This is an optimization exercise on Yosys and OpenROAD, whose aim is small area, not a production implementation. RTL that was checked went through simulation tests only; none was proved equivalent to the original. The RTL of run 2 was laid out without a check of its function. Power and IR drop assume default switching activity.

==> flow/design.v, too long to show whole: its modules and the start of the top module <==
// module Lab_4_1: 11 lines
// module VGA_Controller: 48 lines
// module Guy: 101 lines
// module Apple: 14 lines
// module Truck: 155 lines
// module Easy: 769 lines
// module Hard: 1102 lines
// module collision: 154 lines
// module text: 150 lines
// module Too_Much_Cake: 94 lines
module Too_Much_Cake(clk, rst, tick, up, down, left, right, VGA_R, VGA_G, VGA_B, hsync, vsync, blank_n, difficulty, o1,o2,o3,o4,o5,o6,o7);
  // ...
==> flow/run.sh <==
#!/bin/bash
# synth_recipe.tcl (not shown) runs the flow's synth.tcl, then flattens the netlist and writes it again
# the make line also repeats each setting of config.mk as NAME=value (left out here)
make -C /OpenROAD-flow-scripts/flow DESIGN_CONFIG=/design/flow/config.mk WORK_HOME=/design/flow/orfs CLKGATE_MAP_FILE= SYNTH_SCRIPT=/design/flow/synth_recipe.tcl finish
==> flow/config.mk <==
export PLATFORM = sky130hd
export DESIGN_NAME = Too_Much_Cake
export DESIGN_NICKNAME = Too_Much_Cake
export VERILOG_FILES = /design/flow/design.v
export SDC_FILE = /design/flow/constraint.sdc
export NUM_CORES = 4
export LEC_CHECK = 0
export CAP_MARGIN = 20
export CORE_MARGIN = 2
export CORE_UTILIZATION = 40
export SLEW_MARGIN = 20
==> flow/constraint.sdc <==
create_clock -name core_clock -period 10.0 [get_ports {clk}]
set_input_delay 2.0000 -clock core_clock [delete_from_list [all_inputs] [get_ports {clk}]]
set_output_delay 2.0000 -clock core_clock [all_outputs]
set_load 0.01 [all_outputs]
==> flow_summary.toml, run 1 <==
[run_status]
status = "timing/DRC/antenna clean"

[floorplanning]
io_pins = 42
initial_core_util = 0.402

[power_and_ir_drop]
top_power_group = "registers"
powerSeq_mw = 11.1
p_per_area_nw_per_um2 = 159

[grt]
grtUsageTotal = 0.203
use_met1 = 0.280
antenna_found_initial = 7
grt_overflow = 0
grt-busiest-layer = "met2"

[cells_and_area]
nonClkBufAreaFrac = 0.00968
regMostFlops = "cake"
nMultiInputCombCells = 14625
top_area_cell_class = "multi-input combinational cells"
stdcell_area_um2 = 182000
diodes = 2

[route]
wl_met3_mm = 18.6
first_pass_iters = 7

[sta]
relSlewSlack = 0.185
whs_ns = 0.325

[worst_setup_path]
crit_arrival_ns = 2.64
rrSetupSlack_ns = 5.95
crit_end = "o4"
critPathKind = "reg -> out"
critPathBufInv = 2

[yosys]
synth_async_sr_flop_share = 0
netlist-cell-type-count = 89
synth_most_common_cell = "ha_1"
yosys_most_used_dff = "edfxtp_1"
synth_top_area_frac = 0.261

[cts]
holdBufCountCts = 0
tritoncts = "yes"

[placement]
place_inst = 23842
dpl_worst_slack_ns = 4.72

[worst_hold_path]
min_from = "B"
==> module Guy, before the edit <==
module Guy(clk, rst, up, down, left, right, update, xLength, yLength, Guy);
input clk, rst;
input up, down, left, right, update;
input [9:0] xLength;
input [9:0] yLength;
output Guy;
reg Guy;
wire rst;
reg [9:0] GuyX;
reg [8:0] GuyY;
wire [9:0] xLength;
wire [9:0] yLength;
always@(posedge clk)
	begin
		Guy <= (xLength > GuyX && xLength < (GuyX+10'd15)) && (yLength > GuyY && yLength < (GuyY+10'd15));
	end	
reg [2:0]S;
reg [2:0]NS;
parameter Go_up = 3'd0,
		Go_down = 3'd1,
		Go_left = 3'd2,
		Go_right = 3'd3,
		Stay = 3'hF;
always @(posedge clk) if (rst == 1'b1 || update == 1'b1)
begin
	if (rst ==1'b1)
		S <= Stay;
	else
		S <= NS;
end
always@(*)
		case(S)
			Go_up:
				begin
					if (up == 1'b0)
						NS = Go_up;
					else
						NS = Stay;
				end
			Go_down:
				begin
					if (down == 1'b0)
						NS = Go_down;
					else
						NS = Stay;
				end
			Go_left:
				begin
					if (left == 1'b0)
						NS = Go_left;
					else
						NS = Stay;
				end
			Go_right:
				begin
					if (right == 1'b0)
						NS = Go_right;
					else
						NS = Stay;
				end
			Stay:
				begin
					if (up == 1'b0)
						NS = Go_up;
					else if (down == 1'b0)
						NS = Go_down;
					else if (left == 1'b0)
						NS = Go_left;
					else if (right == 1'b0)
						NS = Go_right;
					else
						NS = Stay;
				end
			default:
				NS = Stay;
		endcase
always @(posedge clk) if (rst == 1'b1 || update == 1'b1)
		begin
			if (rst == 1'b1)
				begin
					GuyX <= 10'd305;
					GuyY <= 9'd200;
				end
			else
				case(S)
					Go_up:
						GuyY <= (GuyY-9'd3);
					Go_down:
						GuyY <= (GuyY+9'd3);
					Go_left:
						GuyX <= (GuyX-10'd3);
					Go_right:
						GuyX <= (GuyX+10'd3);
					Stay:
						begin
							GuyY <= GuyY;
							GuyX <= GuyX;
						end
				endcase
		end
endmodule 
==> module Apple, before the edit <==
module Apple(clk, update, rst, xLength, yLength, apple);
input clk, update, rst;
input [9:0] xLength;
input [9:0] yLength;
output reg [4:0] apple;
always @(posedge clk)
	begin
		apple[2] <= (xLength >= 10'd205 && xLength < 10'd220) && (yLength >= 10'd400 && yLength < 10'd415);
		apple[1] <= (xLength >= 10'd135 && xLength < 10'd150) && (yLength >= 10'd300 && yLength < 10'd315);
		apple[0] <= (xLength >= 10'd35  && xLength < 10'd50 ) && (yLength >= 10'd80  && yLength < 10'd95 );
		apple[3] <= (xLength >= 10'd440 && xLength < 10'd455) && (yLength >= 10'd290 && yLength < 10'd305);
		apple[4] <= (xLength >= 10'd600 && xLength < 10'd615) && (yLength >= 10'd50  && yLength < 10'd65 );
	end
endmodule
==> module Truck, before the edit <==
module Truck (clk,update,rst,xLength,yLength,truck);	
input clk,rst,update;
input [9:0]xLength;
input [9:0]yLength;
wire [9:0] xLength;
wire [9:0] yLength;
output [14:0]truck;
assign truck[0] = slot0;
assign truck[1] = slot1;
assign truck[2] = slot2;
assign truck[3] = slot3;
assign truck[4] = slot4;
assign truck[5] = slot5;
assign truck[6] = slot6;
assign truck[7] = slot7;
assign truck[8] = slot8;
assign truck[9] = slot9;
assign truck[10] = slot10;
assign truck[11] = slot11;
assign truck[12] = slot12;
assign truck[13] = slot13;
assign truck[14] = slot14;
reg slot0;
reg slot1;
reg slot2;
reg slot3;
reg slot4;
reg slot5;
reg slot6;
reg slot7;
reg slot8;
reg slot9;
reg slot10;
reg slot11;
reg slot12;
reg slot13;
reg slot14;
reg [9:0] slot0X;
reg [9:0] slot1X;
reg [9:0] slot2X;
reg [9:0] slot3X;
reg [9:0] slot4X;
reg [9:0] slot5X;
reg [9:0] slot6X;
reg [9:0] slot7X;
reg [9:0] slot8X;
reg [9:0] slot9X;
reg [9:0] slot10X;
reg [9:0] slot11X;
reg [9:0] slot12X;
reg [9:0] slot13X;
reg [9:0] slot14X;
reg [8:0] slot0Y;
reg [8:0] slot1Y;
reg [8:0] slot2Y;
reg [8:0] slot3Y;
reg [8:0] slot4Y;
reg [8:0] slot5Y;
reg [8:0] slot6Y;
reg [8:0] slot7Y;
reg [8:0] slot8Y;
reg [8:0] slot9Y;
reg [8:0] slot10Y;
reg [8:0] slot11Y;
reg [8:0] slot12Y;
reg [8:0] slot13Y;
reg [8:0] slot14Y;
always@(posedge clk) 
	begin	 
		slot0 <= (xLength > slot0X && xLength < (slot0X+10'd30)) && (yLength > slot0Y && yLength < (slot0Y+10'd30));
		slot1 <= (xLength > slot1X && xLength < (slot1X+10'd30)) && (yLength > slot1Y && yLength < (slot1Y+10'd30));
		slot2 <= (xLength > slot2X && xLength < (slot2X+10'd30)) && (yLength > slot2Y && yLength < (slot2Y+10'd30));
		slot3 <= (xLength > slot3X && xLength < (slot3X+10'd30)) && (yLength > slot3Y && yLength < (slot3Y+10'd30));
		slot4 <= (xLength > slot4X && xLength < (slot4X+10'd30)) && (yLength > slot4Y && yLength < (slot4Y+10'd30));
		slot5 <= (xLength > slot5X && xLength < (slot5X+10'd30)) && (yLength > slot5Y && yLength < (slot5Y+10'd30));
		slot6 <= (xLength > slot6X && xLength < (slot6X+10'd30)) && (yLength > slot6Y && yLength < (slot6Y+10'd30));
		slot7 <= (xLength > slot7X && xLength < (slot7X+10'd30)) && (yLength > slot7Y && yLength < (slot7Y+10'd30));
		slot8 <= (xLength > slot8X && xLength < (slot8X+10'd30)) && (yLength > slot8Y && yLength < (slot8Y+10'd30));
		slot9 <= (xLength > slot9X && xLength < (slot9X+10'd30)) && (yLength > slot9Y && yLength < (slot9Y+10'd30));
		slot10 <= (xLength > slot10X && xLength < (slot10X+10'd30)) && (yLength > slot10Y && yLength < (slot10Y+10'd30));
		slot11 <= (xLength > slot11X && xLength < (slot11X+10'd30)) && (yLength > slot11Y && yLength < (slot11Y+10'd30));
		slot12 <= (xLength > slot12X && xLength < (slot12X+10'd30)) && (yLength > slot12Y && yLength < (slot12Y+10'd30));
		slot13 <= (xLength > slot13X && xLength < (slot13X+10'd30)) && (yLength > slot13Y && yLength < (slot13Y+10'd30));
		slot14 <= (xLength > slot14X && xLength < (slot14X+10'd30)) && (yLength > slot14Y && yLength < (slot14Y+10'd30));
	end
	always @(posedge clk) if (rst == 1'b1 || update == 1'b1)
	begin
		if (rst == 1'b1)
			begin  
				slot0X <= 10'd60;
				slot0Y <= 9'd0;
				slot1X <= 10'd95;
				slot1Y <= 9'd450;
				slot2X <= 10'd130;
				slot2Y <= 9'd450;
				slot3X <= 10'd165;
				slot3Y <= 9'd0;
				slot4X <= 10'd200;
				slot4Y <= 9'd0;
				slot5X <= 10'd235;
				slot5Y <= 9'd450;
				slot6X <= 10'd270;
				slot6Y <= 9'd450;
				slot7X <= 10'd330;
				slot7Y <= 9'd450;
				slot8X <= 10'd365;
				slot8Y <= 9'd0;
				slot9X <= 10'd400;
				slot9Y <= 9'd0;
				slot10X <= 10'd435;
				slot10Y <= 9'd450;
				slot11X <= 10'd470;
				slot11Y <= 9'd450;
				slot12X <= 10'd505;
				slot12Y <= 9'd0;
				slot13X <= 10'd540;
				slot13Y <= 9'd0;
				slot14X <= 10'd575;
				slot14Y <= 9'd450;
			end
		else
			begin
				slot0X <= 10'd60;
				slot0Y <= 9'd0;
				slot1X <= 10'd95;
				slot1Y <= 9'd450;
				slot2X <= 10'd130;
				slot2Y <= 9'd450;
				slot3X <= 10'd165;
				slot3Y <= 9'd0;
				slot4X <= 10'd200;
				slot4Y <= 9'd0;
				slot5X <= 10'd235;
				slot5Y <= 9'd450;
				slot6X <= 10'd270;
				slot6Y <= 9'd450;
				slot7X <= 10'd330;
				slot7Y <= 9'd450;
				slot8X <= 10'd365;
				slot8Y <= 9'd0;
				slot9X <= 10'd400;
				slot9Y <= 9'd0;
				slot10X <= 10'd435;
				slot10Y <= 9'd450;
				slot11X <= 10'd470;
				slot11Y <= 9'd450;
				slot12X <= 10'd505;
				slot12Y <= 9'd0;
				slot13X <= 10'd540;
				slot13Y <= 9'd0;
				slot14X <= 10'd575;
				slot14Y <= 9'd450;
			end
	end	
endmodule 
==> module collision, before the edit <==
module collision (clk,rst,Guy,cake,border,apple,xLength,yLength,win,game_over, score); 
input clk, rst, Guy, border;  
input [4:0] apple;
input [100:0]cake;
input [9:0]xLength;
input [9:0]yLength;
output win, game_over;  
output [3:0] score;  
wire Guy;
wire [4:0] apple;
wire border;
wire [100:0]cake;
wire [9:0] xLength;
wire [9:0] yLength;
reg game_over; 
reg win;
reg [3:0] score;
wire [4:0]eat; 
wire hit;  
assign eat[0] = (Guy && apple[0]);
assign eat[1] = (Guy && apple[1]);
assign eat[2] = (Guy && apple[2]);
assign eat[3] = (Guy && apple[3]);
assign eat[4] = (Guy && apple[4]);
assign hit = (Guy && border) || (Guy && (cake[0] || cake[1] || cake[2] || cake[3] || cake[4] || cake[5] || cake[6] || cake[7] || cake[8] || cake[9] || cake[10] || cake [11] || cake[12] || cake[13] || cake[14] || cake[15] || cake[16] || cake[17] || cake[18] || cake[19] || cake[20] || cake[21] || cake[22] || cake[23] || cake[24] || cake[25] || cake[26] || cake[27] || cake[28] || cake[29] || cake[30] || cake[31] || cake[32] || cake[33] || cake[34] || cake[35] || cake[36] || cake[37] || cake[38] || cake[39] || cake[40] || cake[41] || cake[42] || cake[43] || cake[44] || cake[45] || cake[46] || cake[47] || cake[48] || cake[49] || cake[50] || cake[51] || cake[52] || cake[53] || cake[54] || cake[55] || cake [56] || cake[57] || cake[58] || cake[59] || cake[60] || cake[61] || cake[62] || cake[63] || cake[64] || cake[65] || cake[66] || cake[67] || cake[68] || cake[69] || cake[70] || cake[71] || cake[72] || cake[73] || cake[74] || cake[75] || cake[76] || cake[77] || cake[78] || cake[79] || cake[80] || cake[81] || cake[82] || cake[83] || cake[84] || cake[85] || cake[86] || cake[87] || cake[88] || cake[89] || cake[90] || cake[91] || cake[92] || cake[93] || cake[94] || cake[95] || cake[96] || cake[97] || cake[98] || cake[99] || cake[100] ));
localparam alive1 = 3'd0,
				alive2 = 3'd1,
				alive3 = 3'd2,
				alive4 = 3'd3,
				alive5 = 3'd4,
				winner = 3'd5,
				loser = 3'd6;
reg [2:0]S;
reg [2:0]NS;
always @(posedge clk)
	begin
		if (rst == 1'b1)
			begin
			S <= alive1;
			end
		else
			begin
			S <= NS;
			end
	end
always @(*) 
	case (S)
		alive1: 
			begin
				if (hit == 1'b1)
					NS = loser;
				else if(eat[2] == 1'b1)
					NS = alive2;
				else
					NS = alive1;
			end
			alive2: 
			begin
				if (hit == 1'b1)
					NS = loser;
				else if(eat[1] == 1'b1)
					NS = alive3;
				else
					NS = alive2;
			end
			alive3: 
			begin
				if (hit == 1'b1)
					NS = loser;
				else if(eat[0] == 1'b1)
					NS = alive4;
				else
					NS = alive3;
			end
			alive4: 
			begin
				if (hit == 1'b1)
					NS = loser;
				else if(eat[3] == 1'b1)
					NS = alive5;
				else
					NS = alive4;
			end
			alive5: 
			begin
				if (hit == 1'b1)
					NS = loser;
				else if(eat[4] == 1'b1)
					NS = winner;
				else
					NS = alive5;
			end
		winner:	 
			NS = winner;
		loser:   
			NS = loser;
		default:
			NS = S;
	endcase
always @(posedge clk) 
	begin
		if (rst == 1'b1)
			begin
				win <= 1'b0;
				game_over <= 1'b0;
				score <= 4'b0001;
			end
		else
			begin
				case (S)
					alive1:
						begin
							win <= 1'b0;
							game_over <= 1'b0;
							score <= 4'b0001;
						end
					alive2:
						begin
							win <= 1'b0;
							game_over <= 1'b0;
							score <= 4'b0010;
						end
					alive3:
						begin
							win <= 1'b0;
							game_over <= 1'b0;
							score <= 4'b0011;
						end
					alive4:
						begin
							win <= 1'b0;
							game_over <= 1'b0;
							score <= 4'b0100;
						end
					alive5:
						begin
							win <= 1'b0;
							game_over <= 1'b0;
							score <= 4'b0101;
						end
					winner:
						begin
						win <= 1'b1;
						score <= 4'b0000;
						end
					loser:
						begin
						game_over <= 1'b1;
						score <= 4'b0000;
						end
				endcase
			end
	end
endmodule
==> inputs of run 2 (changes only) <==
==> flow/design.v (replaced) <==
module Lab_4_1(a,b,c,d,o1,o2,o3,o4,o5,o6,o7);
input a,b,c,d;
output o1,o2,o3,o4,o5,o6,o7;
assign o1 = (!((!a&b&d) | (a&!b&!c) | (a&!d) | (c&b) | (!b&!d) | (!a&c)));
assign o2 = (!((!a&!b) | (!b&!d) | (!a&c&d) | (!a&!c&!d) | (a&!c&d)));
assign o3 = (!((!a&!c) | (!a&d) | (!a&b) | (!c&d) | (a&!b)));
assign o4 = (!((!a&!b&c) | (!a&!b&!d) | (b&c&!d) | (!b&c&d) | (b&!c&d) | (a&!c&!d)));
assign o5 = (!((!b&!d) | (a&b) | (c&!d) | (a&c)));
assign o6 = (!((!a&b&!c) | (b&!d) | (a&c) | (a&!b) | (!c&!d)));
assign o7 = (!((!a&b&!c) | (!a&!b&c) | (c&!d) | (a&d) | (a&!b)));
endmodule 
module VGA_Controller(clk, rst, xLength, yLength, ScreenArea, hsync, vsync, blank_n);
input clk, rst;
output reg [9:0]xLength, yLength; 
output reg ScreenArea;  
output hsync, vsync, blank_n;
reg p_hSync, p_vSync; 
localparam [9:0] porchHF = 10'd640;  
localparam [9:0] syncH = 10'd655; 
localparam [9:0] porchHB = 10'd747;  
localparam [9:0] maxH = 10'd793;  
localparam [9:0] porchVF = 10'd480;  
localparam [9:0] syncV = 10'd490;  
localparam [9:0] porchVB = 10'd492;  
localparam [9:0] maxV = 10'd525;  
always@(posedge clk)
	begin
		if(rst == 1'b1)
			xLength <= 10'd0;
		else if(xLength == maxH)
			xLength <= 10'd0;
		else
			xLength <= xLength + 10'd1;
	end
always@(posedge clk)
	begin
		if(rst == 1'b1)
			yLength <= 10'd0;
		else if(xLength == maxH)
			begin
				if(yLength == maxV)
					yLength <= 10'd0;
				else
					yLength <= yLength + 10'd1;
			end
	end
always@(posedge clk)  
	begin
		ScreenArea <= ((xLength < porchHF) && (yLength < porchVF)); 
	end
always@(posedge clk)  
	begin
		p_hSync <= ((xLength >= syncH) && (xLength < porchHB)); 
		p_vSync <= ((yLength >= syncV) && (yLength < porchVB)); 
	end
assign vsync = ~p_vSync; 
assign hsync = ~p_hSync;
assign blank_n = ScreenArea;
endmodule
module Guy(clk, rst, up, down, left, right, update, xLength, yLength, Guy);
input clk, rst;
input up, down, left, right, update;
input [9:0] xLength;
input [9:0] yLength;
output reg Guy;
reg [9:0] GuyX;
reg [8:0] GuyY;
wire [10:0] dx = {1'b0, xLength} - {1'b0, GuyX};
wire [9:0] dy = yLength - {1'b0, GuyY};
always@(posedge clk)
	begin
		Guy <= (dx >= 11'd1 && dx <= 11'd14) && (dy >= 10'd1 && dy <= 10'd14);
	end
reg [2:0]S;
reg [2:0]NS;
parameter Go_up = 3'd0,
		Go_down = 3'd1,
		Go_left = 3'd2,
		Go_right = 3'd3,
		Stay = 3'd7;
always @(posedge clk) if (rst == 1'b1 || update == 1'b1)
begin
	if (rst ==1'b1)
		S <= Stay;
	else
		S <= NS;
end
always@(*)
		case(S)
			Go_up:    NS = (up == 1'b0) ? Go_up : Stay;
			Go_down:  NS = (down == 1'b0) ? Go_down : Stay;
			Go_left:  NS = (left == 1'b0) ? Go_left : Stay;
			Go_right: NS = (right == 1'b0) ? Go_right : Stay;
			Stay:
				begin
					if (up == 1'b0)
						NS = Go_up;
					else if (down == 1'b0)
						NS = Go_down;
					else if (left == 1'b0)
						NS = Go_left;
					else if (right == 1'b0)
						NS = Go_right;
					else
						NS = Stay;
				end
			default:
				NS = Stay;
		endcase
wire moving = (S[2] == 1'b0);
wire vertical = (S[1] == 1'b0);
wire [9:0] pos = vertical ? {1'b0, GuyY} : GuyX;
wire [9:0] moved = pos + (S[0] ? 10'd3 : 10'h3FD);
always @(posedge clk) if (rst == 1'b1 || update == 1'b1)
		begin
			if (rst == 1'b1)
				begin
					GuyX <= 10'd305;
					GuyY <= 9'd200;
				end
			else if (moving)
				begin
					if (vertical)
						GuyY <= moved[8:0];
					else
						GuyX <= moved;
				end
		end
endmodule
module Apple(clk, xLength, yLength, apple, apple_shown);
input clk;
input [9:0] xLength;
input [9:0] yLength;
output reg [4:0] apple;
output reg apple_shown;
wire [9:0] x = xLength;
wire [9:0] y = yLength;
wire [4:0] a;
assign a[2] = (x >= 10'd205 && x < 10'd220) && (y >= 10'd400 && y < 10'd415);
assign a[1] = (x >= 10'd135 && x < 10'd150) && (y >= 10'd300 && y < 10'd315);
assign a[0] = (x >= 10'd35  && x < 10'd50 ) && (y >= 10'd80  && y < 10'd95 );
assign a[3] = (x >= 10'd440 && x < 10'd455) && (y >= 10'd290 && y < 10'd305);
assign a[4] = (x >= 10'd600 && x < 10'd615) && (y >= 10'd50  && y < 10'd65 );
wire n1 = ((y >= 10'd402 && y < 10'd404) && (x >= 10'd209 && x < 10'd213)) ||
          ((y >= 10'd404 && y < 10'd410) && (x >= 10'd211 && x < 10'd213)) ||
          ((y >= 10'd410 && y < 10'd412) && (x >= 10'd209 && x < 10'd215));
wire n2 = ((y >= 10'd302 && y < 10'd304) && (x >= 10'd137 && x < 10'd145)) ||
          ((y >= 10'd304 && y < 10'd306) && (x >= 10'd145 && x < 10'd147)) ||
          ((y >= 10'd306 && y < 10'd308) && (x >= 10'd139 && x < 10'd145)) ||
          ((y >= 10'd308 && y < 10'd310) && (x >= 10'd137 && x < 10'd139)) ||
          ((y >= 10'd310 && y < 10'd312) && (x >= 10'd137 && x < 10'd147));
wire n3 = ((y >= 10'd82 && y < 10'd84) && (x >= 10'd37 && x < 10'd45)) ||
          ((y >= 10'd84 && y < 10'd86) && (x >= 10'd45 && x < 10'd47)) ||
          ((y >= 10'd86 && y < 10'd88) && (x >= 10'd41 && x < 10'd45)) ||
          ((y >= 10'd88 && y < 10'd90) && (x >= 10'd45 && x < 10'd47)) ||
          ((y >= 10'd90 && y < 10'd92) && (x >= 10'd37 && x < 10'd45));
wire n4 = ((y >= 10'd292 && y < 10'd296) && ((x >= 10'd442 && x < 10'd444) || (x >= 10'd450 && x < 10'd452))) ||
          ((y >= 10'd296 && y < 10'd298) && (x >= 10'd444 && x < 10'd452)) ||
          ((y >= 10'd298 && y < 10'd302) && (x >= 10'd450 && x < 10'd452));
wire n5 = ((y >= 10'd52 && y < 10'd54) && (x >= 10'd602 && x < 10'd612)) ||
          ((y >= 10'd54 && y < 10'd56) && (x >= 10'd602 && x < 10'd604)) ||
          ((y >= 10'd56 && y < 10'd58) && (x >= 10'd602 && x < 10'd610)) ||
          ((y >= 10'd58 && y < 10'd60) && (x >= 10'd610 && x < 10'd612)) ||
          ((y >= 10'd60 && y < 10'd62) && (x >= 10'd602 && x < 10'd610));
always @(posedge clk)
	begin
		apple <= a;
		apple_shown <= (|a) && !(n1 || n2 || n3 || n4 || n5);
	end
endmodule
module Truck(clk, xLength, yLength, truck);
input clk;
input [9:0] xLength;
input [9:0] yLength;
output reg truck;
wire [9:0] x = xLength;
wire [9:0] y = yLength;
wire top = (x > 10'd60  && x < 10'd90 ) || (x > 10'd165 && x < 10'd195) || (x > 10'd200 && x < 10'd230) ||
           (x > 10'd365 && x < 10'd395) || (x > 10'd400 && x < 10'd430) || (x > 10'd505 && x < 10'd535) ||
           (x > 10'd540 && x < 10'd570);
wire bot = (x > 10'd95  && x < 10'd125) || (x > 10'd130 && x < 10'd160) || (x > 10'd235 && x < 10'd265) ||
           (x > 10'd270 && x < 10'd300) || (x > 10'd330 && x < 10'd360) || (x > 10'd435 && x < 10'd465) ||
           (x > 10'd470 && x < 10'd500) || (x > 10'd575 && x < 10'd605);
always @(posedge clk)
	truck <= (top && y > 10'd0 && y < 10'd30) || (bot && y > 10'd450 && y < 10'd480);
endmodule
module Easy(clk, rst, update, xLength, yLength, hit, hard_only);
input clk, rst, update;
input [9:0] xLength;
input [9:0] yLength;
output reg hit;        
output reg hard_only;  
reg [8:0] n486, n487;
reg [7:0] n246, n244;
reg [7:0] a6, a12;
wire rec6 = (n244 == 8'd90) || (n244 == 8'd106) || (n244 == 8'd177) || (n244 == 8'd233);  
wire rec12 = (n246 == 8'd10) || (n246 == 8'd51) || (n246 == 8'd102) || (n246 == 8'd168) || (n246 == 8'd204) || (n246 == 8'd220);
wire [8:0] n486_nx = rst ? 9'd0 : !update ? n486 : (n486 == 9'd485) ? 9'd0 : n486 + 9'd1;
wire [8:0] n487_nx = rst ? 9'd0 : !update ? n487 : (n487 == 9'd486) ? 9'd0 : n487 + 9'd1;
wire [7:0] n246_nx = rst ? 8'd0 : !update ? n246 : (n246 == 8'd245) ? 8'd0 : n246 + 8'd1;
wire [7:0] n244_nx = rst ? 8'd0 : !update ? n244 : (n244 == 8'd243) ? 8'd0 : n244 + 8'd1;
wire [7:0] a6_nx = rst ? 8'd0 : (update && !rec6) ? a6 + 8'd1 : a6;
wire [7:0] a12_nx = rst ? 8'd0 : (update && !rec12) ? a12 + 8'd1 : a12;
always @(posedge clk) begin
	n486 <= n486_nx;
	n487 <= n487_nx;
	n246 <= n246_nx;
	n244 <= n244_nx;
	a6 <= a6_nx;
	a12 <= a12_nx;
end
reg [3:0] kn; reg inln;
always @(*) begin
	kn = 4'd0; inln = 1'b0;
	if (xLength >= 10'd65 && xLength <= 10'd83) begin kn = 4'd0; inln = 1'b1; end
	if (xLength >= 10'd100 && xLength <= 10'd118) begin kn = 4'd1; inln = 1'b1; end
	if (xLength >= 10'd135 && xLength <= 10'd153) begin kn = 4'd2; inln = 1'b1; end
	if (xLength >= 10'd170 && xLength <= 10'd188) begin kn = 4'd3; inln = 1'b1; end
	if (xLength >= 10'd205 && xLength <= 10'd223) begin kn = 4'd4; inln = 1'b1; end
	if (xLength >= 10'd240 && xLength <= 10'd258) begin kn = 4'd5; inln = 1'b1; end
	if (xLength >= 10'd275 && xLength <= 10'd293) begin kn = 4'd6; inln = 1'b1; end
	if (xLength >= 10'd335 && xLength <= 10'd353) begin kn = 4'd8; inln = 1'b1; end
	if (xLength >= 10'd370 && xLength <= 10'd388) begin kn = 4'd9; inln = 1'b1; end
	if (xLength >= 10'd405 && xLength <= 10'd423) begin kn = 4'd10; inln = 1'b1; end
	if (xLength >= 10'd440 && xLength <= 10'd458) begin kn = 4'd11; inln = 1'b1; end
	if (xLength >= 10'd475 && xLength <= 10'd493) begin kn = 4'd12; inln = 1'b1; end
	if (xLength >= 10'd510 && xLength <= 10'd528) begin kn = 4'd13; inln = 1'b1; end
	if (xLength >= 10'd545 && xLength <= 10'd563) begin kn = 4'd14; inln = 1'b1; end
	if (xLength >= 10'd580 && xLength <= 10'd598) begin kn = 4'd15; inln = 1'b1; end
end
reg [8:0] nn;
reg [8:0] r0, r1, r2, r3, r4, r5, r6;
always @(*) begin
	case (kn)
		4'd0: begin nn = n486_nx; r0 = 9'd30; r1 = 9'd111; r2 = 9'd192; r3 = 9'd283; r4 = 9'd334; r5 = 9'd415; r6 = 9'd511; end
		4'd1: begin nn = n486_nx; r0 = 9'd50; r1 = 9'd151; r2 = 9'd222; r3 = 9'd293; r4 = 9'd344; r5 = 9'd445; r6 = 9'd511; end
		4'd2: begin nn = {1'b0,n246_nx}; r0 = 9'd10; r1 = 9'd46; r2 = 9'd82; r3 = 9'd98; r4 = 9'd154; r5 = 9'd210; r6 = 9'd511; end
		4'd3: begin nn = n486_nx; r0 = 9'd60; r1 = 9'd106; r2 = 9'd267; r3 = 9'd338; r4 = 9'd415; r5 = 9'd469; r6 = 9'd511; end
		4'd4: begin nn = n486_nx; r0 = 9'd20; r1 = 9'd131; r2 = 9'd292; r3 = 9'd363; r4 = 9'd424; r5 = 9'd465; r6 = 9'd511; end
		4'd5: begin nn = {1'b0,n244_nx}; r0 = 9'd90; r1 = 9'd106; r2 = 9'd177; r3 = 9'd233; r4 = 9'd511; r5 = 9'd511; r6 = 9'd511; end
		4'd6: begin nn = n486_nx; r0 = 9'd55; r1 = 9'd156; r2 = 9'd227; r3 = 9'd299; r4 = 9'd352; r5 = 9'd456; r6 = 9'd511; end
		4'd8: begin nn = n486_nx; r0 = 9'd70; r1 = 9'd161; r2 = 9'd222; r3 = 9'd258; r4 = 9'd319; r5 = 9'd425; r6 = 9'd511; end
		4'd9: begin nn = n486_nx; r0 = 9'd70; r1 = 9'd156; r2 = 9'd242; r3 = 9'd293; r4 = 9'd334; r5 = 9'd395; r6 = 9'd511; end
		4'd10: begin nn = n486_nx; r0 = 9'd35; r1 = 9'd111; r2 = 9'd202; r3 = 9'd248; r4 = 9'd294; r5 = 9'd425; r6 = 9'd511; end
		4'd11: begin nn = {1'b0,n246_nx}; r0 = 9'd10; r1 = 9'd51; r2 = 9'd102; r3 = 9'd168; r4 = 9'd204; r5 = 9'd220; r6 = 9'd511; end
		4'd12: begin nn = n486_nx; r0 = 9'd50; r1 = 9'd161; r2 = 9'd222; r3 = 9'd258; r4 = 9'd339; r5 = 9'd435; r6 = 9'd511; end
		4'd13: begin nn = n487_nx; r0 = 9'd50; r1 = 9'd81; r2 = 9'd152; r3 = 9'd228; r4 = 9'd284; r5 = 9'd385; r6 = 9'd466; end
		4'd14: begin nn = n487_nx; r0 = 9'd40; r1 = 9'd71; r2 = 9'd132; r3 = 9'd228; r4 = 9'd264; r5 = 9'd365; r6 = 9'd456; end
		4'd15: begin nn = n486_nx; r0 = 9'd100; r1 = 9'd151; r2 = 9'd222; r3 = 9'd303; r4 = 9'd344; r5 = 9'd435; r6 = 9'd511; end
		default: begin nn = 9'd0; r0 = 9'd511; r1 = 9'd511; r2 = 9'd511; r3 = 9'd511; r4 = 9'd511; r5 = 9'd511; r6 = 9'd511; end
	endcase
end
reg [3:0] k;
reg inl;
reg [6:0] b;  
always @(posedge clk) begin
	k <= kn;
	inl <= inln;
	b <= {nn > r6, nn > r5, nn > r4, nn > r3, nn > r2, nn > r1, nn > r0};
end
reg [8:0] n; reg [1:0] typ; reg ho; reg [6:0] sv;
reg [9:0] c0, c1, c2, c3, c4, c5, c6;
always @(*) begin
	case (k)
		4'd0: begin n = n486; typ = 2'd0; ho = 1'b0; sv = 7'b0111111; c0 = 10'd450; c1 = 10'd370; c2 = 10'd290; c3 = 10'd200; c4 = 10'd150; c5 = 10'd70; c6 = 10'd0; end
		4'd1: begin n = n486; typ = 2'd1; ho = 1'b0; sv = 7'b0111111; c0 = 10'd50; c1 = 10'd150; c2 = 10'd220; c3 = 10'd290; c4 = 10'd340; c5 = 10'd440; c6 = 10'd0; end
		4'd2: begin n = {1'b0,n246}; typ = 2'd2; ho = 1'b1; sv = 7'b0111111; c0 = 10'd20; c1 = 10'd90; c2 = 10'd160; c3 = 10'd190; c4 = 10'd300; c5 = 10'd410; c6 = 10'd0; end
		4'd3: begin n = n486; typ = 2'd0; ho = 1'b0; sv = 7'b0111111; c0 = 10'd420; c1 = 10'd375; c2 = 10'd215; c3 = 10'd145; c4 = 10'd69; c5 = 10'd16; c6 = 10'd0; end
		4'd4: begin n = n486; typ = 2'd0; ho = 1'b1; sv = 7'b0111111; c0 = 10'd460; c1 = 10'd350; c2 = 10'd190; c3 = 10'd120; c4 = 10'd60; c5 = 10'd20; c6 = 10'd0; end
		4'd5: begin n = {1'b0,n244}; typ = 2'd2; ho = 1'b0; sv = 7'b0001111; c0 = 10'd180; c1 = 10'd210; c2 = 10'd350; c3 = 10'd460; c4 = 10'd0; c5 = 10'd0; c6 = 10'd0; end
		4'd6: begin n = n486; typ = 2'd1; ho = 1'b0; sv = 7'b0111111; c0 = 10'd55; c1 = 10'd155; c2 = 10'd225; c3 = 10'd296; c4 = 10'd348; c5 = 10'd451; c6 = 10'd0; end
		4'd8: begin n = n486; typ = 2'd1; ho = 1'b0; sv = 7'b0111111; c0 = 10'd70; c1 = 10'd160; c2 = 10'd220; c3 = 10'd255; c4 = 10'd315; c5 = 10'd420; c6 = 10'd0; end
		4'd9: begin n = n486; typ = 2'd0; ho = 1'b1; sv = 7'b0111111; c0 = 10'd410; c1 = 10'd325; c2 = 10'd240; c3 = 10'd190; c4 = 10'd150; c5 = 10'd90; c6 = 10'd0; end
		4'd10: begin n = n486; typ = 2'd0; ho = 1'b0; sv = 7'b0111111; c0 = 10'd445; c1 = 10'd370; c2 = 10'd280; c3 = 10'd235; c4 = 10'd190; c5 = 10'd60; c6 = 10'd0; end
		4'd11: begin n = {1'b0,n246}; typ = 2'd2; ho = 1'b1; sv = 7'b0111111; c0 = 10'd20; c1 = 10'd100; c2 = 10'd200; c3 = 10'd330; c4 = 10'd400; c5 = 10'd430; c6 = 10'd0; end
		4'd12: begin n = n486; typ = 2'd1; ho = 1'b0; sv = 7'b0111111; c0 = 10'd50; c1 = 10'd160; c2 = 10'd220; c3 = 10'd255; c4 = 10'd335; c5 = 10'd430; c6 = 10'd0; end
		4'd13: begin n = n487; typ = 2'd0; ho = 1'b0; sv = 7'b1111111; c0 = 10'd430; c1 = 10'd400; c2 = 10'd330; c3 = 10'd255; c4 = 10'd200; c5 = 10'd100; c6 = 10'd20; end
		4'd14: begin n = n487; typ = 2'd0; ho = 1'b1; sv = 7'b1111111; c0 = 10'd440; c1 = 10'd410; c2 = 10'd350; c3 = 10'd255; c4 = 10'd220; c5 = 10'd120; c6 = 10'd30; end
		4'd15: begin n = n486; typ = 2'd1; ho = 1'b0; sv = 7'b0111111; c0 = 10'd100; c1 = 10'd150; c2 = 10'd220; c3 = 10'd300; c4 = 10'd340; c5 = 10'd430; c6 = 10'd0; end
		default: begin n = 9'd0; typ = 2'd0; ho = 1'b0; sv = 7'b0; c0 = 10'd0; c1 = 10'd0; c2 = 10'd0; c3 = 10'd0; c4 = 10'd0; c5 = 10'd0; c6 = 10'd0; end
	endcase
end
wire [2:0] m;
assign m[2] = b[3];
assign m[1] = b[1] && !b[3] || b[5];
assign m[0] = b[0] && !b[1] || b[2] && !b[3] || b[4] && !b[5] || b[6];
wire [9:0] u = {1'b0, n} - {7'b0, m};  
wire [9:0] v = (typ == 2'd0) ? yLength - u : (typ == 2'd1) ? yLength + u : yLength + {u[8:0], 1'b0};
wire [6:0] sh;
wire [9:0] d0 = v - c0;
assign sh[0] = sv[0] && (!b[0] ? (d0 >= 10'd1 && d0 <= 10'd19) : (typ == 2'd0) ? (d0 >= 10'd545 && d0 <= 10'd563) : (d0 >= 10'd481 && d0 <= 10'd499));
wire [9:0] d1 = v - c1;
assign sh[1] = sv[1] && (!b[1] ? (d1 >= 10'd1 && d1 <= 10'd19) : (typ == 2'd0) ? (d1 >= 10'd545 && d1 <= 10'd563) : (d1 >= 10'd481 && d1 <= 10'd499));
wire [9:0] d2 = v - c2;
assign sh[2] = sv[2] && (!b[2] ? (d2 >= 10'd1 && d2 <= 10'd19) : (typ == 2'd0) ? (d2 >= 10'd545 && d2 <= 10'd563) : (d2 >= 10'd481 && d2 <= 10'd499));
wire [9:0] d3 = v - c3;
assign sh[3] = sv[3] && (!b[3] ? (d3 >= 10'd1 && d3 <= 10'd19) : (typ == 2'd0) ? (d3 >= 10'd545 && d3 <= 10'd563) : (d3 >= 10'd481 && d3 <= 10'd499));
wire [9:0] d4 = v - c4;
assign sh[4] = sv[4] && (!b[4] ? (d4 >= 10'd1 && d4 <= 10'd19) : (typ == 2'd0) ? (d4 >= 10'd545 && d4 <= 10'd563) : (d4 >= 10'd481 && d4 <= 10'd499));
wire [9:0] d5 = v - c5;
assign sh[5] = sv[5] && (!b[5] ? (d5 >= 10'd1 && d5 <= 10'd19) : (typ == 2'd0) ? (d5 >= 10'd545 && d5 <= 10'd563) : (d5 >= 10'd481 && d5 <= 10'd499));
wire [9:0] d6 = v - c6;
assign sh[6] = sv[6] && (!b[6] ? (d6 >= 10'd1 && d6 <= 10'd19) : (typ == 2'd0) ? (d6 >= 10'd545 && d6 <= 10'd563) : (d6 >= 10'd481 && d6 <= 10'd499));
wire [10:0] z6 = {1'b0, yLength} + {2'b0, a6, 1'b0};
wire [10:0] z12 = {1'b0, yLength} + {2'b0, a12, 1'b0};
wire oh5 = (k == 4'd5) && ((z6[8:0] > 9'd25 && z6[8:0] < 9'd45 && z6[10:9] == ((a6 > 8'd12) ? 2'd1 : 2'd0)) || (z6[8:0] > 9'd75 && z6[8:0] < 9'd95 && z6[10:9] == ((a6 > 8'd37) ? 2'd1 : 2'd0)) || (z6[8:0] > 9'd375 && z6[8:0] < 9'd395 && z6[10:9] == ((a6 > 8'd187) ? 2'd1 : 2'd0)) || (z6[8:0] > 9'd415 && z6[8:0] < 9'd435 && z6[10:9] == ((a6 > 8'd207) ? 2'd1 : 2'd0)));
wire oh11 = (k == 4'd11) && ((z12[8:0] > 9'd255 && z12[8:0] < 9'd275 && z12[10:9] == ((a12 > 8'd127) ? 2'd1 : 2'd0)));
always @(posedge clk) begin
	hit <= inl && ((|sh) || oh5 || oh11);
	hard_only <= ho;
end
endmodule
module collision (clk,rst,Guy,cake,border,apple,win,game_over, score); 
input clk, rst, Guy, border;  
input [4:0] apple;
input cake;  
output win, game_over;  
output [3:0] score;  
wire Guy;
wire [4:0] apple;
wire border;
wire cake;
wire [4:0]eat; 
wire hit;  
assign eat[0] = (Guy && apple[0]);
assign eat[1] = (Guy && apple[1]);
assign eat[2] = (Guy && apple[2]);
assign eat[3] = (Guy && apple[3]);
assign eat[4] = (Guy && apple[4]);
assign hit = (Guy && border) || (Guy && cake);
localparam alive1 = 3'd0,
				alive2 = 3'd1,
				alive3 = 3'd2,
				alive4 = 3'd3,
				alive5 = 3'd4,
				winner = 3'd5,
				loser = 3'd6;
reg [2:0]S;
reg [2:0]NS;
always @(posedge clk)
	begin
		if (rst == 1'b1)
			begin
			S <= alive1;
			end
		else
			begin
			S <= NS;
			end
	end
always @(*) 
	case (S)
		alive1: 
			begin
				if (hit == 1'b1)
					NS = loser;
				else if(eat[2] == 1'b1)
					NS = alive2;
				else
					NS = alive1;
			end
			alive2: 
			begin
				if (hit == 1'b1)
					NS = loser;
				else if(eat[1] == 1'b1)
					NS = alive3;
				else
					NS = alive2;
			end
			alive3: 
			begin
				if (hit == 1'b1)
					NS = loser;
				else if(eat[0] == 1'b1)
					NS = alive4;
				else
					NS = alive3;
			end
			alive4: 
			begin
				if (hit == 1'b1)
					NS = loser;
				else if(eat[3] == 1'b1)
					NS = alive5;
				else
					NS = alive4;
			end
			alive5: 
			begin
				if (hit == 1'b1)
					NS = loser;
				else if(eat[4] == 1'b1)
					NS = winner;
				else
					NS = alive5;
			end
		winner:	 
			NS = winner;
		loser:   
			NS = loser;
		default:
			NS = S;
	endcase
reg [2:0] S_d;
always @(posedge clk)
	begin
		if (rst == 1'b1)
			S_d <= alive1;
		else
			S_d <= S;
	end
assign win = (S_d == winner);
assign game_over = (S_d == loser);
assign score = (S_d == alive1) ? 4'b0001 :
               (S_d == alive2) ? 4'b0010 :
               (S_d == alive3) ? 4'b0011 :
               (S_d == alive4) ? 4'b0100 :
               (S_d == alive5) ? 4'b0101 : 4'b0000;
endmodule
module text(clk, xLength, yLength, game_over_text, win_text, level_num1_text, level_num2_text);
input clk;
input [9:0] xLength;
input [9:0] yLength;
output reg game_over_text, win_text, level_num1_text, level_num2_text;
wire go1 = ((yLength >= 10'd200)  && (yLength < 10'd210))  &&  ( ( (xLength >= 10'd100) && (xLength < 10'd150) ) || ( (xLength >= 10'd170) && (xLength < 10'd200) ) || ( (xLength >= 10'd230) && (xLength < 10'd260) ) || ( (xLength >= 10'd290) && (xLength < 10'd300) ) || ( (xLength >= 10'd330) && (xLength < 10'd340) ) || ( (xLength >= 10'd350) && (xLength < 10'd360) ) || ( (xLength >= 10'd390) && (xLength < 10'd400) ) || ( (xLength >= 10'd420) && (xLength < 10'd460) ) || ( (xLength >= 10'd470) && (xLength < 10'd480) ) || ( (xLength >= 10'd510) && (xLength < 10'd520) ));
wire go2 = ((yLength >= 10'd210) && (yLength < 10'd220))  &&  ( ( (xLength >= 10'd120) && (xLength < 10'd130) ) || ( (xLength >= 10'd160) && (xLength < 10'd170) ) || ( (xLength >= 10'd200) && (xLength < 10'd210) ) || ( (xLength >= 10'd220) && (xLength < 10'd230) ) || ( (xLength >= 10'd260) && (xLength < 10'd270) ) || ( (xLength >= 10'd290) && (xLength < 10'd310) ) || ( (xLength >= 10'd320) && (xLength < 10'd340) ) || ( (xLength >= 10'd350) && (xLength < 10'd360) ) || ( (xLength >= 10'd390) && (xLength < 10'd400) ) || ( (xLength >= 10'd410) && (xLength < 10'd420) ) || ( (xLength >= 10'd470) && (xLength < 10'd480) ) || ( (xLength >= 10'd510) && (xLength < 10'd520) ));
wire go3 = ((yLength >= 10'd220) && (yLength < 10'd230))  &&  ( ( (xLength >= 10'd120) && (xLength < 10'd130) ) || ( (xLength >= 10'd160) && (xLength < 10'd170) ) || ( (xLength >= 10'd200) && (xLength < 10'd210) ) || ( (xLength >= 10'd220) && (xLength < 10'd230) ) || ( (xLength >= 10'd260) && (xLength < 10'd270) ) || ( (xLength >= 10'd290) && (xLength < 10'd300) ) || ( (xLength >= 10'd310) && (xLength < 10'd320) ) || ( (xLength >= 10'd330) && (xLength < 10'd340) ) || ( (xLength >= 10'd350) && (xLength < 10'd360) ) || ( (xLength >= 10'd390) && (xLength < 10'd400) ) || ( (xLength >= 10'd410) && (xLength < 10'd420) ) || ( (xLength >= 10'd470) && (xLength < 10'd520) ));
wire go4 = ((yLength >= 10'd230) && (yLength < 10'd240))  &&  ( ( (xLength >= 10'd120) && (xLength < 10'd130) ) || ( (xLength >= 10'd160) && (xLength < 10'd170) ) || ( (xLength >= 10'd200) && (xLength < 10'd210) ) || ( (xLength >= 10'd220) && (xLength < 10'd230) ) || ( (xLength >= 10'd260) && (xLength < 10'd270) ) || ( (xLength >= 10'd290) && (xLength < 10'd300) ) || ( (xLength >= 10'd330) && (xLength < 10'd340) ) || ( (xLength >= 10'd350) && (xLength < 10'd360) ) || ( (xLength >= 10'd390) && (xLength < 10'd400) ) || ( (xLength >= 10'd410) && (xLength < 10'd420) ) || ( (xLength >= 10'd470) && (xLength < 10'd480) ) || ( (xLength >= 10'd510) && (xLength < 10'd520) ));
wire go5 = ((yLength >= 10'd240) && (yLength < 10'd250))  &&  ( ( (xLength >= 10'd120) && (xLength < 10'd130) ) || ( (xLength >= 10'd170) && (xLength < 10'd200) ) || ( (xLength >= 10'd230) && (xLength < 10'd260) ) || ( (xLength >= 10'd290) && (xLength < 10'd300) ) || ( (xLength >= 10'd330) && (xLength < 10'd340) ) || ( (xLength >= 10'd360) && (xLength < 10'd390) ) || ( (xLength >= 10'd420) && (xLength < 10'd460) ) || ( (xLength >= 10'd470) && (xLength < 10'd480) ) || ( (xLength >= 10'd510) && (xLength < 10'd520) ));
wire go6 = ((yLength >= 10'd260)  && (yLength < 10'd270))  &&  ( ( (xLength >= 10'd205) && (xLength < 10'd245) ) || ( (xLength >= 10'd275) && (xLength < 10'd285) ) || ( (xLength >= 10'd315) && (xLength < 10'd325) ) || ( (xLength >= 10'd355) && (xLength < 10'd365) ) || ( (xLength >= 10'd375) && (xLength < 10'd425) ) );
wire go7 = ((yLength >= 10'd270)  && (yLength < 10'd280))  &&  ( ( (xLength >= 10'd195) && (xLength < 10'd205) ) || ( (xLength >= 10'd265) && (xLength < 10'd275) ) || ( (xLength >= 10'd285) && (xLength < 10'd295) ) || ( (xLength >= 10'd315) && (xLength < 10'd325) ) || ( (xLength >= 10'd345) && (xLength < 10'd355) ) || ( (xLength >= 10'd375) && (xLength < 10'd385) ));
wire go8 = ((yLength >= 10'd280)  && (yLength < 10'd290))  &&  ( ( (xLength >= 10'd195) && (xLength < 10'd205) ) || ( (xLength >= 10'd255) && (xLength < 10'd305) ) || ( (xLength >= 10'd315) && (xLength < 10'd345) ) || ( (xLength >= 10'd375) && (xLength < 10'd405) ));
wire go9 = ((yLength >= 10'd290)  && (yLength < 10'd300)) &&  ( ( (xLength >= 10'd195) && (xLength < 10'd205) ) || ( (xLength >= 10'd255) && (xLength < 10'd265) ) || ( (xLength >= 10'd295) && (xLength < 10'd305) ) || ( (xLength >= 10'd315) && (xLength < 10'd325) ) || ( (xLength >= 10'd345) && (xLength < 10'd355) ) || ( (xLength >= 10'd375) && (xLength < 10'd385) ));
wire go10 = ((yLength >= 10'd300) && (yLength < 10'd310)) &&  ( ( (xLength >= 10'd205) && (xLength < 10'd245) ) || ( (xLength >= 10'd255) && (xLength < 10'd265) ) || ( (xLength >= 10'd295) && (xLength < 10'd305) ) || ( (xLength >= 10'd315) && (xLength < 10'd325) ) || ( (xLength >= 10'd355) && (xLength < 10'd365) ) || ( (xLength >= 10'd375) && (xLength < 10'd425) ));
wire win1 = ((yLength >= 10'd230)  && (yLength < 10'd240))  && ( ( (xLength >= 10'd230) && (xLength < 10'd240) ) || ( (xLength >= 10'd270) && (xLength < 10'd280) ) || ( (xLength >= 10'd290) && (xLength < 10'd320) ) || ( (xLength >= 10'd340) && (xLength < 10'd380) ) || ((xLength >= 10'd390) && (xLength < 10'd440) ) );
wire win2 = ((yLength >= 10'd240) && (yLength < 10'd250))  && ( ( (xLength >= 10'd230) && (xLength < 10'd250) ) || ( (xLength >= 10'd270) && (xLength < 10'd280) ) || ( (xLength >= 10'd300) && (xLength < 10'd310) ) || ( (xLength >= 10'd330) && (xLength < 10'd340) ) || ((xLength >= 10'd390) && (xLength < 10'd400) ) );
wire win3 = ((yLength >= 10'd250) && (yLength < 10'd260))  && ( ( (xLength >= 10'd230) && (xLength < 10'd240) ) || ( (xLength >= 10'd250) && (xLength < 10'd260) ) || ( (xLength >= 10'd270) && (xLength < 10'd280) ) || ( (xLength >= 10'd300) && (xLength < 10'd310) ) || ( (xLength >= 10'd330) && (xLength < 10'd340) ) || ((xLength >= 10'd390) && (xLength < 10'd420) ));
wire win4 = ((yLength >= 10'd260) && (yLength < 10'd270))  && ( ( (xLength >= 10'd230) && (xLength < 10'd240) ) || ( (xLength >= 10'd260) && (xLength < 10'd280) ) || ( (xLength >= 10'd300) && (xLength < 10'd310) ) || ( (xLength >= 10'd330) && (xLength < 10'd340) ) || ((xLength >= 10'd390) && (xLength < 10'd400) ) );
wire win5 = ((yLength >= 10'd270) && (yLength < 10'd280))  && ( ( (xLength >= 10'd230) && (xLength < 10'd240) ) || ( (xLength >= 10'd270) && (xLength < 10'd280) ) || ( (xLength >= 10'd290) && (xLength < 10'd320) ) || ( (xLength >= 10'd340) && (xLength < 10'd380) ) || ((xLength >= 10'd390) && (xLength < 10'd440) ) );
wire lvone1 = ((yLength >= 10'd3)  && (yLength < 10'd5))  && ( ( (xLength >= 10'd15) && (xLength < 10'd25) )  || ( (xLength >= 10'd31) && (xLength < 10'd33) ) || ( (xLength >= 10'd39) && (xLength < 10'd49) ) || ( (xLength >= 10'd51) && (xLength < 10'd53) ) || ( (xLength >= 10'd59) && (xLength < 10'd61) ));
wire lvone2 = ((yLength >= 10'd5)  && (yLength < 10'd7))  && ( ( (xLength >= 10'd15) && (xLength < 10'd17) )  || ( (xLength >= 10'd29) && (xLength < 10'd31) ) || ( (xLength >= 10'd33) && (xLength < 10'd35) ) || ( (xLength >= 10'd39) && (xLength < 10'd41) ) || ( (xLength >= 10'd51) && (xLength < 10'd53) ) || ( (xLength >= 10'd59) && (xLength < 10'd61) ) );
wire lvone3 = ((yLength >= 10'd7)  && (yLength < 10'd9))  && ( ( (xLength >= 10'd15) && (xLength < 10'd21) )  || ( (xLength >= 10'd27) && (xLength < 10'd37) ) || ( (xLength >= 10'd39) && (xLength < 10'd49) ) || ( (xLength >= 10'd53) && (xLength < 10'd55) ) || ( (xLength >= 10'd57) && (xLength < 10'd59) ));
wire lvone4 = ((yLength >= 10'd9)  && (yLength < 10'd11))  && ( ( (xLength >= 10'd15) && (xLength < 10'd17) )  || ( (xLength >= 10'd27) && (xLength < 10'd29) ) || ( (xLength >= 10'd35) && (xLength < 10'd37) ) || ( (xLength >= 10'd47) && (xLength < 10'd49) ) || ( (xLength >= 10'd55) && (xLength < 10'd57) ));
wire lvone5 = ((yLength >= 10'd11)  && (yLength < 10'd13)) && ( ( (xLength >= 10'd15) && (xLength < 10'd25) ) || ( (xLength >= 10'd27) && (xLength < 10'd29) ) || ( (xLength >= 10'd35) && (xLength < 10'd37) ) || ( (xLength >= 10'd39) && (xLength < 10'd49) ) || ( (xLength >= 10'd55) && (xLength < 10'd57) )  );
wire lvtwo1 = ((yLength >= 10'd3)  && (yLength < 10'd5))  && ( ( (xLength >= 10'd15) && (xLength < 10'd17) )  || ( (xLength >= 10'd23) && (xLength < 10'd25) ) || ( (xLength >= 10'd31) && (xLength < 10'd33) ) || ( (xLength >= 10'd41) && (xLength < 10'd47) ) || ( (xLength >= 10'd51) && (xLength < 10'd59) ));
wire lvtwo2 = ((yLength >= 10'd5)  && (yLength < 10'd7))  && ( ( (xLength >= 10'd15) && (xLength < 10'd17) )  || ( (xLength >= 10'd23) && (xLength < 10'd25) ) || ( (xLength >= 10'd29) && (xLength < 10'd31) ) || ( (xLength >= 10'd33) && (xLength < 10'd35) ) || ( (xLength >= 10'd39) && (xLength < 10'd41) ) || ( (xLength >= 10'd47) && (xLength < 10'd49) ) || ( (xLength >= 10'd51) && (xLength < 10'd53) ) || ( (xLength >= 10'd59) && (xLength < 10'd61) ));
wire lvtwo3 = ((yLength >= 10'd7)  && (yLength < 10'd9))  && ( ( (xLength >= 10'd15) && (xLength < 10'd25) )  || ( (xLength >= 10'd27) && (xLength < 10'd37) ) || ( (xLength >= 10'd39) && (xLength < 10'd49) ) || ( (xLength >= 10'd51) && (xLength < 10'd53) ) || ( (xLength >= 10'd59) && (xLength < 10'd61) ));
wire lvtwo4 = ((yLength >= 10'd9)  && (yLength < 10'd11))  && ( ( (xLength >= 10'd15) && (xLength < 10'd17) )  || ( (xLength >= 10'd23) && (xLength < 10'd25) ) || ( (xLength >= 10'd27) && (xLength < 10'd29) ) || ( (xLength >= 10'd35) && (xLength < 10'd37) ) || ( (xLength >= 10'd39) && (xLength < 10'd41) ) || ( (xLength >= 10'd45) && (xLength < 10'd47) ) || ( (xLength >= 10'd51) && (xLength < 10'd53) ) || ( (xLength >= 10'd59) && (xLength < 10'd61) ));
wire lvtwo5 = ((yLength >= 10'd11)  && (yLength < 10'd13)) && ( ( (xLength >= 10'd15) && (xLength < 10'd17) ) || ( (xLength >= 10'd23) && (xLength < 10'd25) ) || ( (xLength >= 10'd27) && (xLength < 10'd29) ) || ( (xLength >= 10'd35) && (xLength < 10'd37) ) || ( (xLength >= 10'd39) && (xLength < 10'd41) )  || ( (xLength >= 10'd47) && (xLength < 10'd49) ) || ( (xLength >= 10'd51) && (xLength < 10'd59) ));
always @(posedge clk)
	begin
		game_over_text <= go1 || go2 || go3 || go4 || go5 || go6 || go7 || go8 || go9 || go10;
		win_text <= win1 || win2 || win3 || win4 || win5;
		level_num1_text <= lvone1 || lvone2 || lvone3 || lvone4 || lvone5;
		level_num2_text <= lvtwo1 || lvtwo2 || lvtwo3 || lvtwo4 || lvtwo5;
	end
endmodule
module Too_Much_Cake(clk, rst, tick, up, down, left, right, VGA_R, VGA_G, VGA_B, hsync, vsync, blank_n, difficulty, o1,o2,o3,o4,o5,o6,o7);
input clk, rst;
input tick;
input difficulty;
input up, down, left, right;
output hsync, vsync, blank_n;
output o1,o2,o3,o4,o5,o6,o7;
output [7:0] VGA_R, VGA_G, VGA_B;
wire update = tick;
wire [9:0] xLength;
wire [9:0] yLength;
wire ScreenArea;
VGA_Controller VGA(clk, rst, xLength, yLength, ScreenArea, hsync, vsync, blank_n);
wire Guy;
Guy Guy1(clk, rst, up, down, left, right, update, xLength, yLength, Guy);
wire [4:0] apple;
wire apple_shown;
Apple app(clk, xLength, yLength, apple, apple_shown);
wire truck;
Truck tru(clk, xLength, yLength, truck);
wire lane_hit, lane_hard_only;
Easy Cakes(clk, rst, update, xLength, yLength, lane_hit, lane_hard_only);
reg cake;
always @(posedge clk)
	cake <= lane_hit && (difficulty || !lane_hard_only);
reg border;
always @(posedge clk)
	border <= (xLength < 15) || (xLength >= 630 && xLength < 641) || (yLength < 15) || (yLength >= 465 && yLength < 481);
wire game_over;
wire win;
wire [3:0] score;
collision WL(clk, rst, Guy, cake, border, apple, win, game_over, score);
Lab_4_1 Lab4(score[3],score[2],score[1],score[0],o1,o2,o3,o4,o5,o6,o7);
wire game_over_text, win_text, level_num1_text, level_num2_text;
text txt(clk, xLength, yLength, game_over_text, win_text, level_num1_text, level_num2_text);
reg R, G, B;
wire edge_ = border && !(difficulty ? level_num2_text : level_num1_text);
always @(posedge clk)
	begin
		if (game_over)
			begin
				R <= game_over_text;
				G <= 1'b0;
				B <= 1'b0;
			end
		else if (win)
			begin
				R <= 1'b0;
				G <= win_text;
				B <= 1'b0;
			end
		else
			begin
				R <= edge_ || apple_shown || Guy || cake;
				G <= edge_ || cake || truck;
				B <= edge_ || Guy;
			end
	end
reg r_q, g_q, b_q;
always @(posedge clk)
	begin
		r_q <= R;
		g_q <= G;
		b_q <= B;
	end
assign VGA_R = {8{r_q}};
assign VGA_G = {8{g_q}};
assign VGA_B = {8{b_q}};
endmodule
==> flow/config.mk (replaced) <==
export PLATFORM = sky130hd
export DESIGN_NAME = Too_Much_Cake
export DESIGN_NICKNAME = Too_Much_Cake
export VERILOG_FILES = /design/flow/design.v
export SDC_FILE = /design/flow/constraint.sdc
export NUM_CORES = 4
export LEC_CHECK = 0
export CAP_MARGIN = 20
export CORE_MARGIN = 2
export CORE_UTILIZATION = 45
export GPL_TIMING_DRIVEN = 0
export SLEW_MARGIN = 20
==> flow_summary.toml, run 2 <==
[worst_setup_path]
crit_slowest_cell = "a22oi_1"
r2r_cells = 29
critPathTopFamily = "compound AO/OA/AOI/OAI gates"
critPathRequiredTime_ns = 10.34
cp-end-kind = "register"
cp-start-kind = "register"
rrSetupSlack_ns = 1.59
crit_path_max_incr_delay_ns = 0.80
critPathKind = "reg -> reg"
critPathBufInv = 2
crit_arrival_ns = 8.76
worst-path-max-fanout = 10
r2r_end = "Cakes.hit"
worstReg2RegStart = "Cakes.k[3]"

[yosys]
ys_top_cells_by_area = "ha_1 14%, dfxtp_1 12%, nor2_1 6.3%"
netlist-cell-type-count = 92
synth_async_sr_flop_share = 0
synth.largest_area_cell = "ha_1"
synth_most_common_cell = "nor2_1"
synth_top_area_frac = 0.144
syn_area_per_cell_um2 = 7.16
yosys_warnings = 8
syn_inst = 2648
ys_seq_area_frac = 0.154
yosys_register_bits = 135
synth_edf_count = 22
synth.cell_area_um2 = 19000
yosys-top-cells-count = "316 x nor2_1, 225 x nand2_1, 219 x ha_1"
yosys_most_used_dff = "dfxtp_1"

[power_and_ir_drop]
p_per_area_nw_per_um2 = 103
vdd_drop_max_v = 0.000126
total_power_mw = 2.13
leakage_nw = 8.52

[cells_and_area]
layout_common_cells = "316 x nor2_1, 225 x nand2_1, 219 x ha_1"
final_layout_size_suffix_gt1_frac = 0.0444
reg.largest.list = "Guy1.GuyX (10), VGA.xLength (10), VGA.yLength (10)"
syn_to_final_growth_pct = 9.17
nets = 2956
final_common_cell = "nor2_1"
stdcell_area_um2 = 20700
stdcell_count = 3267
utilization = 0.496

[grt]
grt_pass1_vias = 20440
antenna_found_initial = 1
grtUsageTotal = 0.356
grt_first_pass_wirelength_mm = 120
grt_max_degree = 17
grt_overflow = 0

[sta]
whs_ns = 0.328
finalHoldViolations = 0
setup_violations = 0
rsz0062_at_grt = "false"
finalMaxSlewViolations = 0
post-route-period-util = 0.841
fin_crit_ns = 8.41
fin_skew_ns = 0.0124
worst_slack_ns = 1.59
worst_pin_slew_ns = 1.23
relSlewSlack = 0.171
max_freq_mhz = 119
tns_ns = 0

[placement]
gp_congestion = 1.14
place_inst = 3233
portBuffers = 40
place_area_um2 = 20100
place_hpwl_mm = 61.3
dpl_worst_slack_ns = 1.78

[cts]
post_cts_buffers = 0
path_clk_slew_ns = 0.06
tritoncts = "yes"
cts_made_buffers = 17
cts_root_buf = "clkbuf_16"
clock_latency_ns = 0.46
clock-sinks = 135
holdBufCountCts = 0
htree_levels = 4
cts_resized = 0
clk_path_buf_depth = 2

[worst_hold_path]
hp-class = "reg -> reg"
whs_path_depth = 0
min_from = "B"
holdPathEnd = "b_q"

[floorplanning]
die_w_um = 209
io_pins = 42
fp.dieArea_um2 = 43800
rows = 75
die_y_um = 209
initial_core_util = 0.454
fp.coreArea_um2 = 41800

[run]
cap_violations = 0

[route]
vias = 21089
wl_mm = 78.5
antenna_left = 0
drc_errors = 0
wl_per_cell_um = 24.0
first_pass_iters = 7
drt_iter0_drc = 2307
avgViaCountPerCell = 6.46

[run_status]
status = "timing/DRC/antenna clean"
==> run 2: per-layer routing <==
layer	track usage	part of all wire	vias to the layer above
li1	-	-	9752
met1	0.453	0.41	9918
met2	0.562	0.44	1109
met3	0.0666	0.083	310
met4	0.214	0.065	0
met5	0	0	-
==> run 2: logic make-up after synthesis <==
| group | share of synthesized area |
|---|---|
| simple gates | 0.272 |
| compound gates | 0.262 |
| buf+inv | 0.0633 |
| fa+ha+maj | 0.163 |
| xor+xnor | 0.0730 |
| flops | 0.154 |
| mux | 0.0119 |
| other cells | 0.000198 |
==> run 2: final cells by class <==
| class | instances | area (µm²) |
|---|---|---|
| Fill cell | 4253 | 21100 |
| Multi-Input combinational cell | 2231 | 14900 |
| Sequential cell | 135 | 2920 |
| Buffer | 148 | 689 |
| Tap cell | 539 | 674 |
| Inverter | 136 | 510 |
| Clock buffer | 22 | 454 |
| Timing Repair Buffer | 44 | 435 |
| Clock inverter | 10 | 120 |
| Antenna cell | 2 | 5.00 |
==> run 2: how the worst max path moves through the flow <==
stage | from | end | slack (ns) | cells past startpoint
after floorplan | Cakes.k[1] | Cakes.hit | 3.07 | 32
after global placement | Cakes.k[3] | Cakes.hit | 1.19 | 30
after detailed placement | Cakes.k[3] | Cakes.hit | 1.78 | 29
after CTS | Cakes.k[3] | Cakes.hit | 1.72 | 29
after global routing | Cakes.k[3] | Cakes.hit | 1.09 | 29
final | Cakes.k[3] | Cakes.hit | 1.59 | 29
==> run 2: power breakdown <==
group | internal (mW) | switching [mW] | leakage, nW
clock | 0.375 | 0.266 | 0.277
sequential | 0.585 | 0.0252 | 1.13
combinational | 0.353 | 0.522 | 7.11
total | 1.31 | 0.814 | 8.52

afterwards: timing with drivers on the ports:
No port has a modelled driver above. Below, the same layouts with a new extraction and two added sets of constraints.
Step 1: set_driving_cell puts a clkbuf_16 on clk and a buf_2 on each other input, an assumption about the parent block.
Step 2 also shifts input and output timing later by t, the mid clock arrival at the registers, as if the neighbouring blocks saw the same clock.
a / b / c = ideal / step 1 / step 2; a / b = the first two.
run | t, ns | setup WS [ns] | worst setup path at the end | clock arrival spread, ns
run 1 | 1.026 | 5.358 / 5.243 / 4.684 | input to register | 0.063 / 0.063
run 2 | 0.504 | 1.589 / 1.589 / 1.589 | register to register | 0.013 / 0.013
After both steps every run listed still meets setup and hold. For run 1, which loses most, drivers alone change the setup slack by -0.115 ns; drivers and shift together by -0.674 ns.
